From an optimization exercise on the open Yosys and OpenROAD flow, aimed at small area; shortcuts taken in it are not production practice.
In this exercise RTL edits were held to simulation tests only and were not proved equivalent to the original.
No run shown here takes its clock network from TritonCTS; it comes from the design's own scripts or RTL.
No driver is modelled on the clock port, so clock power and skew are understated where the tree is cut down; a real chip needs a root buffer or a tree.
Power figures rest on the tool's default switching activity, not on a simulated workload.

`flow/run.sh`:
```
#!/bin/bash
# The standard layout (standard.sh, with its unchanged synthesis), plus:
# - after synthesis, every combinational cell is set to the smallest drive
#   strength of its function (downsize.py); the layout's repair steps size
#   up again where a net needs it;
# - the port buffers use the smallest buffer cell;
# - the clock tree is flat: after clock tree synthesis, clocktree.tcl
#   replaces its buffers with four clkbuf_16, each driving one cluster of
#   flip-flops straight from the clock port;
# - the constant outputs share one tie cell.
# Each step's full log is under orfs/logs; make's output goes to synth.log
# and standard.log, downsize.py's to downsize.log.
set -euo pipefail
export BUFFER_PORTS_ARGS="-buffer_cell sky130_fd_sc_hd__buf_1"
export CTS_ARGS="-sink_clustering_enable -repair_clock_nets -dont_use_dummy_load"
export SKIP_REPAIR_TIE_FANOUT=1
export POST_CTS_TCL="$PWD/flow/clocktree.tcl"
bash standard.sh synth > synth.log 2>&1
python3 flow/downsize.py orfs/results/$FLOW_PLATFORM/spi_ip/base/1_2_yosys.v \
  "$FLOW_HOME/platforms/$FLOW_PLATFORM/lib/sky130_fd_sc_hd__tt_025C_1v80.lib" > downsize.log 2>&1
bash standard.sh > standard.log 2>&1
```
`design.v`:
```
`timescale 1ns / 1ps
module spi_master (
    input  logic        clk,
    input  logic        rst_n,
    input  logic        start,
    input  logic [7:0]  tx_data,
    output logic [7:0]  rx_bits,    
    output logic        rx_load,    
    output logic        busy,
    output logic        done,
    output logic        sclk,
    output logic        mosi,
    input  logic        miso,
    output logic        cs_n
);
    localparam logic [6:0] CNT0 = 7'd26;
    logic [1:0] st;
    logic [6:0] cnt;      
    logic       sclk_q;
    logic [2:0] bit_cnt;
    logic [6:0] sr;
    wire idle   = ~st[1] & ~st[0];
    wire in_st  = ~st[1] &  st[0];
    wire trans  =  st[1] &  st[0];
    wire sample = ~sclk_q & cnt[1] & ~cnt[3] & cnt[4] & cnt[6];
    wire fall   =  sclk_q & ~cnt[2] & ~cnt[4] & ~cnt[6];
    wire last   = fall & (&bit_cnt);
    wire shift  = in_st | (fall & ~(&bit_cnt));
    wire load   = idle & start;
    assign busy    = st[1] | st[0];
    assign cs_n    = ~st[1];
    assign sclk    = sclk_q;
    assign rx_bits = {mosi, sr};
    assign rx_load = st[1] & ~st[0];
    always_ff @(posedge clk or negedge rst_n) begin
        if (!rst_n) begin
            st   <= 2'b00;
            done <= 1'b0;
            mosi <= 1'b0;
            sclk_q <= 1'b0;
        end else begin
            sclk_q <= trans & (sclk_q ? ~fall : sample);
            st[1] <= st[0];
            st[0] <= (~st[1] & (st[0] | start)) | (trans & ~last);
            done  <= st[1] & ~st[0];
            if (shift) mosi <= sr[6];
        end
    end
    wire keep_hi = ~load & ~shift;
    wire keep_lo = ~load & ~sample;
    spi_shreg #(.W(6)) u_sr_hi (.clk(clk), .ld(load), .sh(shift),  .keep(keep_hi),
                                .d(tx_data[7:2]), .si(sr[0]), .q(sr[6:1]));
    spi_shreg #(.W(1)) u_sr_lo (.clk(clk), .ld(load), .sh(sample), .keep(keep_lo),
                                .d(tx_data[1]),   .si(miso),  .q(sr[0]));
    spi_cnt3 u_bits (.clk(clk), .inc(fall), .keep(trans & ~fall), .q(bit_cnt));
    always_ff @(posedge clk) begin
        if (trans & ~fall) cnt <= {cnt[5:0], cnt[6] ^ cnt[0]};
        else               cnt <= CNT0;
    end
endmodule
module spi_shreg #(parameter integer W = 6) (
    input  logic         clk,
    input  logic         ld,
    input  logic         sh,
    input  logic         keep,
    input  logic [W-1:0] d,
    input  logic         si,
    output logic [W-1:0] q
);
    logic [W-1:0] below;
    if (W > 1) begin : g_below
        assign below = {q[W-2:0], si};
    end else begin : g_below1
        assign below = si;
    end
    always_ff @(posedge clk) q <= ({W{ld}} & d) | ({W{sh}} & below) | ({W{keep}} & q);
endmodule
module spi_cnt3 (
    input  logic       clk,
    input  logic       inc,
    input  logic       keep,
    output logic [2:0] q
);
    always_ff @(posedge clk) q <= ({3{inc}} & (q + 3'd1)) | ({3{keep}} & q);
endmodule
`timescale 1ns / 1ps
module spi_ip #
(
    parameter integer C_S_AXI_DATA_WIDTH = 32,
    parameter integer C_S_AXI_ADDR_WIDTH = 4
)
(
    input  logic                                s_axi_aclk,
    input  logic                                s_axi_aresetn,
    input  logic [C_S_AXI_ADDR_WIDTH-1 : 0]     s_axi_awaddr,
    input  logic [2 : 0]                        s_axi_awprot,
    input  logic                                s_axi_awvalid,
    output logic                                s_axi_awready,
    input  logic [C_S_AXI_DATA_WIDTH-1 : 0]     s_axi_wdata,
    input  logic [(C_S_AXI_DATA_WIDTH/8)-1 : 0] s_axi_wstrb,
    input  logic                                s_axi_wvalid,
    output logic                                s_axi_wready,
    output logic [1 : 0]                        s_axi_bresp,
    output logic                                s_axi_bvalid,
    input  logic                                s_axi_bready,
    input  logic [C_S_AXI_ADDR_WIDTH-1 : 0]     s_axi_araddr,
    input  logic [2 : 0]                        s_axi_arprot,
    input  logic                                s_axi_arvalid,
    output logic                                s_axi_arready,
    output logic [C_S_AXI_DATA_WIDTH-1 : 0]     s_axi_rdata,
    output logic [1 : 0]                        s_axi_rresp,
    output logic                                s_axi_rvalid,
    input  logic                                s_axi_rready,
    output logic                                spi_sclk,
    output logic                                spi_mosi,
    input  logic                                spi_miso,
    output logic                                spi_cs_n
);
    logic [31:0] reg_ctrl;
    logic [31:0] reg_tx;
    logic [7:0]  reg_rx;
    logic axi_ready_w, axi_bvalid, axi_arready, axi_rvalid;
    logic        rd_ctrl, rd_tx;
    logic [7:0]  rd_lo;
    logic [7:0]  rx_bits;
    logic        rx_load, spi_busy, spi_done;
    spi_master u_spi_master (
        .clk     (s_axi_aclk),
        .rst_n   (s_axi_aresetn),
        .start   (reg_ctrl[0]),
        .tx_data (reg_tx[7:0]),
        .rx_bits (rx_bits),
        .rx_load (rx_load),
        .busy    (spi_busy),
        .done    (spi_done),
        .sclk    (spi_sclk),
        .mosi    (spi_mosi),
        .miso    (spi_miso),
        .cs_n    (spi_cs_n)
    );
    assign s_axi_awready = axi_ready_w;
    assign s_axi_wready  = axi_ready_w;
    assign s_axi_bvalid  = axi_bvalid;
    assign s_axi_bresp   = 2'b00;
    assign s_axi_arready = axi_arready;
    assign s_axi_rvalid  = axi_rvalid;
    assign s_axi_rresp   = 2'b00;
    assign s_axi_rdata   = ({32{rd_ctrl}} & reg_ctrl) | ({32{rd_tx}} & reg_tx) | {24'b0, rd_lo};
    wire rstn   = s_axi_aresetn;
    wire aw_go  = rstn & ~axi_ready_w & s_axi_awvalid & s_axi_wvalid;
    wire cap    = ~axi_rvalid;
    wire cap_st = cap & (s_axi_araddr[3:2] == 2'b01);
    wire cap_rx = cap & (s_axi_araddr[3:2] == 2'b11);
    wire wr_c   = rstn & axi_ready_w & (s_axi_awaddr[3:2] == 2'b00);
    wire wr_t   = rstn & axi_ready_w & (s_axi_awaddr[3:2] == 2'b10);
    wire keep_c = rstn & ~wr_c;
    wire keep_t = rstn & ~wr_t;
    spi_reg #(.W(32)) u_ctrl (.clk(s_axi_aclk), .ld(wr_c), .keep(keep_c), .d(s_axi_wdata), .q(reg_ctrl));
    wire ld_rx   = rstn & rx_load;
    wire keep_rx = rstn & ~rx_load;
    spi_reg #(.W(8))  u_rx   (.clk(s_axi_aclk), .ld(ld_rx), .keep(keep_rx), .d(rx_bits), .q(reg_rx));
    spi_reg #(.W(6))  u_rdlo (.clk(s_axi_aclk), .ld(cap_rx), .keep(axi_rvalid), .d(reg_rx[7:2]), .q(rd_lo[7:2]));
    spi_reg #(.W(32)) u_tx   (.clk(s_axi_aclk), .ld(wr_t), .keep(keep_t), .d(s_axi_wdata), .q(reg_tx));
    always_ff @(posedge s_axi_aclk) begin
        axi_ready_w <= aw_go;
        axi_bvalid  <= rstn & (axi_ready_w | (axi_bvalid & ~s_axi_bready));
        axi_arready <= rstn & ~axi_arready & s_axi_arvalid;
        axi_rvalid  <= rstn & (axi_arready | (axi_rvalid & ~s_axi_rready));
    end
    spi_reg #(.W(2)) u_rdsel (.clk(s_axi_aclk), .ld(cap), .keep(axi_rvalid),
                              .d({s_axi_araddr[3:2] == 2'b10, s_axi_araddr[3:2] == 2'b00}),
                              .q({rd_tx, rd_ctrl}));
    spi_reg2 #(.W(2)) u_rdst (.clk(s_axi_aclk), .ld_a(cap_rx), .ld_b(cap_st), .keep(axi_rvalid),
                              .a(reg_rx[1:0]), .b({spi_done, spi_busy}), .q(rd_lo[1:0]));
endmodule
module spi_reg2 #(parameter integer W = 2) (
    input  logic         clk,
    input  logic         ld_a,
    input  logic         ld_b,
    input  logic         keep,
    input  logic [W-1:0] a,
    input  logic [W-1:0] b,
    output logic [W-1:0] q
);
    always_ff @(posedge clk) q <= ({W{ld_a}} & a) | ({W{ld_b}} & b) | ({W{keep}} & q);
endmodule
module spi_reg #(parameter integer W = 32) (
    input  logic         clk,
    input  logic         ld,
    input  logic         keep,
    input  logic [W-1:0] d,
    output logic [W-1:0] q
);
    always_ff @(posedge clk) q <= ({W{ld}} & d) | ({W{keep}} & q);
endmodule
```
`standard.sh`:
```
#!/bin/bash
# synth_recipe.tcl (not shown) runs the flow's synth.tcl, then flattens the netlist and writes it again
# the make line also repeats each setting of config.mk as NAME=value (left out here)
make -C /OpenROAD-flow-scripts/flow DESIGN_CONFIG=/design/flow/config.mk WORK_HOME=/design/flow/orfs CLKGATE_MAP_FILE= SYNTH_SCRIPT=/design/flow/synth_recipe.tcl "${@:-finish}"
```
`flow/clocktree.tcl`:
```
# Replace the clock tree built by clock_tree_synthesis with a flat one: the
# clock port drives CLOCK_BUFS (default 4) clkbuf_16 buffers, each driving
# the flip-flops of one cluster of sinks, placed at the cluster's centre.
set nbuf 4
if { [info exists ::env(CLOCK_BUFS)] } { set nbuf $::env(CLOCK_BUFS) }
set block [ord::get_db_block]
set db [ord::get_db]
set master [$db findMaster sky130_fd_sc_hd__clkbuf_16]

set port_net [[$block findBTerm s_axi_aclk] getNet]

# Walk the existing tree: every buffer/inverter reached from the port is
# removed, every other input pin reached is a sink.
set sinks {}
set old_insts {}
set old_nets {}
set todo [list $port_net]
while { [llength $todo] > 0 } {
  set net [lindex $todo 0]
  set todo [lrange $todo 1 end]
  foreach it [$net getITerms] {
    if { ![$it isInputSignal] } { continue }
    set inst [$it getInst]
    set m [[$inst getMaster] getName]
    if { [string match "sky130_fd_sc_hd__clkbuf_*" $m] || [string match "sky130_fd_sc_hd__clkinv*" $m] || [string match "sky130_fd_sc_hd__buf_*" $m] || [string match "sky130_fd_sc_hd__inv_*" $m] || [string match "sky130_fd_sc_hd__bufinv*" $m] || [string match "sky130_fd_sc_hd__clkinvlp*" $m]} {
      if { [string match "sky130_fd_sc_hd__*inv*" $m] } {
        utl::error FLW 1 "inverter $m in the clock tree"
      }
      lappend old_insts $inst
      foreach o [$inst getITerms] {
        if { [$o isOutputSignal] && [$o getNet] ne "NULL" } {
          lappend todo [$o getNet]
          lappend old_nets [$o getNet]
        }
      }
    } else {
      lappend sinks $it
    }
  }
}
puts "clocktree: [llength $sinks] sinks, removing [llength $old_insts] buffers"
foreach it $sinks { $it disconnect }
foreach inst $old_insts { odb::dbInst_destroy $inst }
foreach net $old_nets { odb::dbNet_destroy $net }

# Cluster sinks: k-means on pin locations, seeded by splitting along x.
set pts {}
foreach it $sinks {
  set inst [$it getInst]
  set loc [$inst getLocation]
  lappend pts [list [lindex $loc 0] [lindex $loc 1] $it]
}
set pts [lsort -integer -index 0 $pts]
set n [llength $pts]
set cent {}
for {set k 0} {$k < $nbuf} {incr k} {
  set sx 0; set sy 0; set c 0
  for {set i [expr {$k*$n/$nbuf}]} {$i < [expr {($k+1)*$n/$nbuf}]} {incr i} {
    set p [lindex $pts $i]; incr sx [lindex $p 0]; incr sy [lindex $p 1]; incr c
  }
  lappend cent [list [expr {$sx/$c}] [expr {$sy/$c}]]
}
for {set iter 0} {$iter < 20} {incr iter} {
  set groups {}
  for {set k 0} {$k < $nbuf} {incr k} { lappend groups {} }
  foreach p $pts {
    set best 0; set bd -1
    for {set k 0} {$k < $nbuf} {incr k} {
      set c [lindex $cent $k]
      set d [expr {abs([lindex $p 0]-[lindex $c 0]) + abs([lindex $p 1]-[lindex $c 1])}]
      if { $bd < 0 || $d < $bd } { set bd $d; set best $k }
    }
    lset groups $best [concat [lindex $groups $best] [list $p]]
  }
  set cent {}
  foreach g $groups {
    set sx 0; set sy 0; set c 0
    foreach p $g { incr sx [lindex $p 0]; incr sy [lindex $p 1]; incr c }
    if { $c == 0 } { set c 1 }
    lappend cent [list [expr {$sx/$c}] [expr {$sy/$c}]]
  }
}

for {set k 0} {$k < $nbuf} {incr k} {
  set g [lindex $groups $k]
  set c [lindex $cent $k]
  set inst [odb::dbInst_create $block $master "clkbuf_flat_$k"]
  $inst setLocation [lindex $c 0] [lindex $c 1]
  $inst setPlacementStatus PLACED
  set net [odb::dbNet_create $block "clknet_flat_$k"]
  $net setSigType CLOCK
  [$inst findITerm A] connect $port_net
  [$inst findITerm X] connect $net
  foreach p $g { [lindex $p 2] connect $net }
  puts "clocktree: buffer $k drives [llength $g] sinks"
}
$port_net setSigType CLOCK

detailed_placement
estimate_parasitics -placement
repair_timing -hold -setup_margin 0 -hold_margin 0
detailed_placement
check_placement -verbose
```
`constraint.sdc`:
```
create_clock -name core_clock -period 10.0 [get_ports {s_axi_aclk}]
set_input_delay 2.0000 -clock core_clock [delete_from_list [all_inputs] [get_ports {s_axi_aclk}]]
set_output_delay 2.0000 -clock core_clock [all_outputs]
set_load 0.01 [all_outputs]
```
`config.mk`:
```
export PLATFORM = sky130hd
export DESIGN_NAME = spi_ip
export DESIGN_NICKNAME = spi_ip
export VERILOG_FILES = /design/flow/design.v
export SDC_FILE = /design/flow/constraint.sdc
export NUM_CORES = 4
export LEC_CHECK = 0
export CAP_MARGIN = 20
export CORE_MARGIN = 2
export CORE_UTILIZATION = 40
export SLEW_MARGIN = 20
export SYNTH_HIERARCHICAL = 1
```
`flow/downsize.py`:
```
#!/usr/bin/env python3
"""Swap every combinational cell of a synthesized netlist to the smallest
drive strength of the same function (sky130_fd_sc_hd__<fn>_<N> ->
<fn>_<smallest N in the library>). Flip-flops are left as they are; the
layout's repair steps size cells up again where a net needs it."""
import re, sys
net, lib = sys.argv[1], sys.argv[2]
dont_use = set(sys.argv[3].split()) if len(sys.argv) > 3 else set()
cells = set(re.findall(r'^\s*cell\s*\(\s*"?([A-Za-z0-9_]+)"?\s*\)', open(lib).read(), re.M))
by_fn = {}
for c in cells:
    m = re.match(r'(sky130_fd_sc_hd__[a-z0-9]+)_(\d+)$', c)
    if m and c not in dont_use:
        by_fn.setdefault(m.group(1), []).append(int(m.group(2)))
seq = ('df', 'edf', 'sdf', 'dl', 'conb', 'clk', 'tap', 'fill', 'decap', 'dly', 'probe', 'lpflow')
s = open(net).read()
count = 0
def sub(m):
    global count
    fn, n = m.group(1), int(m.group(2))
    if any(fn.split('__')[1].startswith(p) for p in seq) or fn not in by_fn:
        return m.group(0)
    best = min(by_fn[fn])
    if best < n:
        count += 1
        return f'{fn}_{best}'
    return m.group(0)
s = re.sub(r'\b(sky130_fd_sc_hd__[a-z0-9]+)_(\d+)\b(?=\s+\S+\s*\()', sub, s)
open(net, 'w').write(s)
print(f'downsize: {count} cells')
```
==> results of run 1 <==
[metrics by stage]
step / instance area (sq um) / hold slack (ns)
floorplan: 3746 / 0.4058
global placement: 4156 / 0.4154
detailed placement: 4156 / 0.4178
global route: 4257 / 0.4746
finish: 4257 / 0.4491
[where the power goes]
| part | switching, mW | internal [mW] | leakage, nW |
|---|---|---|---|
| Clock | 0.106 | 0.0739 | 0.0493 |
| Sequential | 0.0291 | 0.472 | 0.897 |
| Combinational | 0.0674 | 0.0483 | 0.767 |
[routing by layer]
metal,wire (um),share of wire,up-vias,GRT usage
met5,0,0,-,0
met2,4187,0.48,71,0.2979
met3,458,0.052,2,0.03329
met4,33,0.0038,0,0.01897
met1,4121,0.47,1399,0.2331
li1,-,-,1370,-
[worst max-delay path: stages]
cell and delay [ns]:
buf_1 0.49, a21boi_2 0.71, buf_4 0.39, a22o_1 0.17
[cell type report]
class / instances / area share
plain buffers: 4 / 0.02352
inverters: 14 / 0.01235
multi-input cells: 170 / 0.3322
flip-flops and latches: 108 / 0.5138
well taps: 111 / 0.03263
repair buffers: 90 / 0.08554
[flip-flops by register name, indices dropped and copies added (netlist names)]
register	cells
u_ctrl.q	32
u_tx.q	32
u_rx.q	8
u_spi_master.cnt	7
u_rdlo.q	6
u_spi_master.u_sr_hi.q	6
u_spi_master.u_bits.q	3
u_rdsel.q	2
u_rdst.q	2
u_spi_master.st	2
axi_arready	1
axi_bvalid	1
axi_ready_w	1
axi_rvalid	1
u_spi_master.done	1
u_spi_master.mosi	1
u_spi_master.sclk_q	1
u_spi_master.u_sr_lo.q	1
[final timing paths]
path	to	slack [ns]	depth (start not counted)
max	u_tx.q[21]	6.32	4
min	u_spi_master.cnt[6]	0.45	1
max reg2reg	u_spi_master.u_sr_hi.q[4]	8.23	6
min reg2reg	u_spi_master.cnt[6]	0.45	1
max in group asynchronous	u_spi_master.st[1]	7.75	1
min in group asynchronous	u_spi_master.st[0]	1.81	1
==> metrics.cfg, run 1 <==
[placed_design]
post-place-cells=493
place_ws_ns=6.093
dpl.hpwl_mm=5.823
gp_congestion=0.7270
portBuffers=83

[pwr]
p_total_mw=0.7966
p_per_area_nw_per_um2=187.1
power.leakage_nw=1.713
ir_drop_mv=0.1155

[die]
initial_utilization=0.4093
rows=35
core_area_sq_um=9153
num_io_pins=102
die_h_um=100.8
die_x_um=100.8
dieArea_sq_um=10160

[clock_tree]
clock_latency_ns=0.17
cts.sinks=108
clk_pin_slew_ns=0.10

[yosys]
synth_cells=318
avgSynthCellArea_sq_um=11.78
syn-cell-area_sq_um=3746
yosys_warnings=16
synth_fp_nets=377

[global_route]
grt_pass1_wl_mm=14.10
antenna_found_initial=0
gr-total-overflow=0
grt_max_degree=34
grt_pass1_vias=2804
track_usage=0.1729

[final_layout]
antenna_cells=0
mostFrequentLayoutCell=a22o_1
multi_input_area_sq_um=1414
fillers=868
final_cells=497
nNetsFinal=447
drive_gt1_frac=0.03368
utilization=0.4651
most-common-layout-cells=a22o_1 (106), dfxtp_1 (103), buf_1 (83), inv_1 (14), a222oi_1 (9)
area_growth_syn_to_layout_pct=13.63
seq_area_sq_um=2187

[drt]
drcViolationCount=0
avgRoutedWirePerCell_um=17.71
num_vias=2842
drt_iter0_drc=128
wl_mm=8.800
antenna_left=0
drt_pass1_iterations=6
via_per_inst=5.718

[worst_setup_path]
cp.arrival_ns=3.77
cp-start-kind=input pin
cp-end-kind=register
criticalPathCategory=in2reg
reg2reg_from=u_spi_master.sclk_q
crit_start=s_axi_aresetn
worstPathRequired_ns=10.09
crit_fanout=21

[timing]
setup_viol=0
period_needed_ns=3.677
tns_ns=0
worst_slack_ns=6.323
hold_viol_final=0
finalCritPeriodShare=0.3677
report.final.slew_viol_count=0
rsz0062_at_grt=no
slew_headroom=0.4815
worstMarginPinSlew_ns=0.7777
fin_worst_skew_ns=0.03027
fmax_mhz=271.9

[run_status]
outcome=finished clean

[worst_hold_path]
hold_start=u_spi_master.cnt[5]
hold_class=reg2reg

[job]
max-cap-violations=0

==> run 2, diff against run 1 <==
--- a/design.v
+++ b/design.v
@@ -24,8 +24,10 @@
     wire trans  =  st[1] &  st[0];
     wire sample = ~sclk_q & cnt[1] & ~cnt[3] & cnt[4] & cnt[6];
     wire fall   =  sclk_q & ~cnt[2] & ~cnt[4] & ~cnt[6];
-    wire last   = fall & (&bit_cnt);
-    wire shift  = in_st | (fall & ~(&bit_cnt));
+    wire all7   = &bit_cnt;
+    wire last   = fall & all7;
+    wire step   = fall & ~all7;
+    wire shift  = in_st | step;
     wire load   = idle & start;
     assign busy    = st[1] | st[0];
     assign cs_n    = ~st[1];
@@ -35,14 +37,12 @@
     always_ff @(posedge clk or negedge rst_n) begin
         if (!rst_n) begin
             st   <= 2'b00;
-            done <= 1'b0;
             mosi <= 1'b0;
             sclk_q <= 1'b0;
         end else begin
             sclk_q <= trans & (sclk_q ? ~fall : sample);
             st[1] <= st[0];
             st[0] <= (~st[1] & (st[0] | start)) | (trans & ~last);
-            done  <= st[1] & ~st[0];
             if (shift) mosi <= sr[6];
         end
     end
@@ -52,7 +52,8 @@
                                 .d(tx_data[7:2]), .si(sr[0]), .q(sr[6:1]));
     spi_shreg #(.W(1)) u_sr_lo (.clk(clk), .ld(load), .sh(sample), .keep(keep_lo),
                                 .d(tx_data[1]),   .si(miso),  .q(sr[0]));
-    spi_cnt3 u_bits (.clk(clk), .inc(fall), .keep(trans & ~fall), .q(bit_cnt));
+    spi_cnt3 u_bits (.clk(clk), .inc(step), .keep(st[1] & ~(st[0] & step)), .q(bit_cnt));
+    assign done = idle & all7;
     always_ff @(posedge clk) begin
         if (trans & ~fall) cnt <= {cnt[5:0], cnt[6] ^ cnt[0]};
         else               cnt <= CNT0;
@@ -120,6 +121,7 @@
     logic [31:0] reg_tx;
     logic [7:0]  reg_rx;
     logic axi_ready_w, axi_bvalid, axi_arready, axi_rvalid;
+    logic [1:0]  rd_st;
     logic        rd_ctrl, rd_tx;
     logic [7:0]  rd_lo;
     logic [7:0]  rx_bits;
@@ -143,9 +145,13 @@
     assign s_axi_bvalid  = axi_bvalid;
     assign s_axi_bresp   = 2'b00;
     assign s_axi_arready = axi_arready;
+    assign axi_rvalid    = rd_st[1] | rd_st[0];
+    assign rd_ctrl       = rd_st[1] & ~rd_st[0];
+    assign rd_tx         = rd_st[1] &  rd_st[0];
     assign s_axi_rvalid  = axi_rvalid;
     assign s_axi_rresp   = 2'b00;
-    assign s_axi_rdata   = ({32{rd_ctrl}} & reg_ctrl) | ({32{rd_tx}} & reg_tx) | {24'b0, rd_lo};
+    spi_rdmux u_rdmux (.sel_a(rd_ctrl), .sel_b(rd_tx), .a(reg_ctrl), .b(reg_tx), .lo(rd_lo),
+                       .y(s_axi_rdata));
     wire rstn   = s_axi_aresetn;
     wire aw_go  = rstn & ~axi_ready_w & s_axi_awvalid & s_axi_wvalid;
     wire cap    = ~axi_rvalid;
@@ -165,11 +171,12 @@
         axi_ready_w <= aw_go;
         axi_bvalid  <= rstn & (axi_ready_w | (axi_bvalid & ~s_axi_bready));
         axi_arready <= rstn & ~axi_arready & s_axi_arvalid;
-        axi_rvalid  <= rstn & (axi_arready | (axi_rvalid & ~s_axi_rready));
-    end
-    spi_reg #(.W(2)) u_rdsel (.clk(s_axi_aclk), .ld(cap), .keep(axi_rvalid),
-                              .d({s_axi_araddr[3:2] == 2'b10, s_axi_araddr[3:2] == 2'b00}),
-                              .q({rd_tx, rd_ctrl}));
+    end
+    wire rd_go   = rstn & axi_arready;
+    wire rd_keep = rstn & ~axi_arready & axi_rvalid & ~s_axi_rready;
+    spi_reg #(.W(2)) u_rdresp (.clk(s_axi_aclk), .ld(rd_go), .keep(rd_keep),
+                               .d({~s_axi_araddr[2], s_axi_araddr[3] | s_axi_araddr[2]}),
+                               .q(rd_st));
     spi_reg2 #(.W(2)) u_rdst (.clk(s_axi_aclk), .ld_a(cap_rx), .ld_b(cap_st), .keep(axi_rvalid),
                               .a(reg_rx[1:0]), .b({spi_done, spi_busy}), .q(rd_lo[1:0]));
 endmodule
@@ -193,3 +200,13 @@
 );
     always_ff @(posedge clk) q <= ({W{ld}} & d) | ({W{keep}} & q);
 endmodule
+module spi_rdmux (
+    input  logic        sel_a,
+    input  logic        sel_b,
+    input  logic [31:0] a,
+    input  logic [31:0] b,
+    input  logic [7:0]  lo,
+    output logic [31:0] y
+);
+    assign y = ({32{sel_a}} & a) | ({32{sel_b}} & b) | {24'b0, lo};
+endmodule
==> metrics.cfg, run 2 <==
[placed_design]
dpl.hpwl_mm=5.678
gp_congestion=0.7400
post-place-cells=495
dpl_cell_area_sq_um=4129
portBuffers=83
place_ws_ns=6.348

[timing]
finalCritPeriodShare=0.3798
period_needed_ns=3.798
tns_ns=0
fmax_mhz=263.3
worstMarginPinSlew_ns=0.7964
rsz0062_at_grt=no
setup_viol=0
hold_viol_final=0
worst_slack_ns=6.202
fin_worst_skew_ns=0.007098
report.final.slew_viol_count=0
slew_headroom=0.4616

[worst_setup_path]
cp.arrival_ns=1.80
critPathBufInv=2
crit_cells=4
criticalPathCategory=reg2out
crit_fanout=21
reg2reg_depth=5
crit_slowest_cell=and2_1
path_cells=and2_1 > buf_4 > a22o_1 > buf_1
worstPathRequired_ns=8.00
reg2reg_to=u_spi_master.u_sr_hi.q[4]
cpPeakStageDelay_ns=0.50
critical_path.top_delay_family=buffers and inverters
r2r_slack_ns=8.00
cp-start-kind=register
reg2reg_from=u_spi_master.sclk_q
cp-end-kind=output port

[global_route]
grt_pass1_vias=2706
track_usage=0.1738
grt_pass1_wl_mm=14.21
grt_max_degree=33
antenna_found_initial=0
gr-total-overflow=0

[worst_hold_path]
hold_depth=1
hold_start=u_spi_master.cnt[5]
whs_endpoint=u_spi_master.cnt[6]
hold_class=reg2reg

[drt]
drt_pass1_iterations=5
wl_mm=8.835
antenna_left=0
avgRoutedWirePerCell_um=17.71
drt_iter0_drc=139
drcViolationCount=0
via_per_inst=5.784
num_vias=2886

[yosys]
syn-cell-area_sq_um=3737
synth_fp_nets=382
avgSynthCellArea_sq_um=11.57
synth_cells=323
yosys_warnings=16

[clock_tree]
cts.sinks=106
clk_pin_slew_ns=0.10
clock_latency_ns=0.16

[final_layout]
fillers=862
most-common-layout-cells=a22o_1 (106), dfxtp_1 (102), buf_1 (83), inv_1 (16), a222oi_1 (9)
reg_top3=u_ctrl.q (32), u_tx.q (32), u_rx.q (8)
drive_gt1_frac=0.02835
area_growth_syn_to_layout_pct=13.16
antenna_cells=0
final_cells=499
design_area_sq_um=4229
mostFrequentLayoutCell=a22o_1
nNetsFinal=449

[die]
initial_utilization=0.4083
die_h_um=100.7
num_io_pins=102
dieArea_sq_um=10130
rows=35
core_area_sq_um=9153
die_x_um=100.7

[job]
max-cap-violations=0

[pwr]
p_per_area_nw_per_um2=182.9
power.leakage_nw=1.706
ir_drop_mv=0.1296

[run_status]
outcome=finished clean

run 2: worst max-delay path by stage:
stage             startpoint              end  slack (ns)
2_1_floorplan  u_rdresp.q[0]   s_axi_rdata[1]        6.87
3_3_place_gp   s_axi_aresetn      u_ctrl.q[5]        6.38
3_5_place_dp   s_axi_aresetn      u_ctrl.q[7]        6.35
5_1_grt        u_rdresp.q[0]  s_axi_rdata[18]        6.08
6_report       u_rdresp.q[1]  s_axi_rdata[28]        6.20
run 2: layout make-up:
type / count / area, sq um / area share
well taps: 111 / 138.9 / 0.03284
flip-flops and latches: 106 / 2142 / 0.5065
plain buffers: 4 / 100.1 / 0.02367
multi-input cells: 174 / 1439 / 0.3402
repair buffers: 88 / 349.1 / 0.08254
inverters: 16 / 60.06 / 0.01420
run 2: routing by layer:
metal / GRT usage / part of all wire / vias to the layer above
met5: 0 / 0 / -
met4: 0.01581 / 0 / 0
met3: 0.02843 / 0.058 / 0
met2: 0.2841 / 0.47 / 92
met1: 0.2515 / 0.48 / 1416
li1: - / - / 1378
run 2: metrics by stage:
step	util	total power, mW	hold WS (ns)
final	0.4621	0.7735	0.4512
after floorplan	-	0.5688	0.4011
after global placement	0.4511	0.6026	0.4173
after global routing	0.4621	0.8133	0.4754
after detailed placement	0.4511	0.6054	0.4277
run 2: power breakdown:
group	switching (mW)	total, mW	internal [mW]	leakage [nW]
logic	0.0606	0.106	0.0459	0.782
clock network	0.104	0.178	0.0738	0.0493
registers	0.0273	0.489	0.462	0.875

## port drivers added, routing unchanged
In the flow no input, the clock included, has a driving cell. The finished layouts below were timed again as built, in two steps.
Step 1, drivers: a clkbuf_16 drives s_axi_aclk and a buf_2 each remaining input, both assumed.
Step 2, shift: input delay + t, output delay - t, t = (earliest + latest rising clock arrival at the registers) / 2. This alone moves slack from input paths to output paths.
Three values: no drivers, after step 1, after step 2; two values: the first two.
run | t, ns | setup WS [ns] | slew at the worst register clock pin (ns)
run 1 | 0.228 | 6.323 / 6.346 / 6.140 | 0.12 / 0.12
run 2 | 0.225 | 6.202 / 6.137 / 6.362 | 0.10 / 0.10
After both steps every run listed still meets setup and hold. For run 1, which loses most, drivers alone change the setup slack by +0.023 ns; drivers and shift together by -0.183 ns.
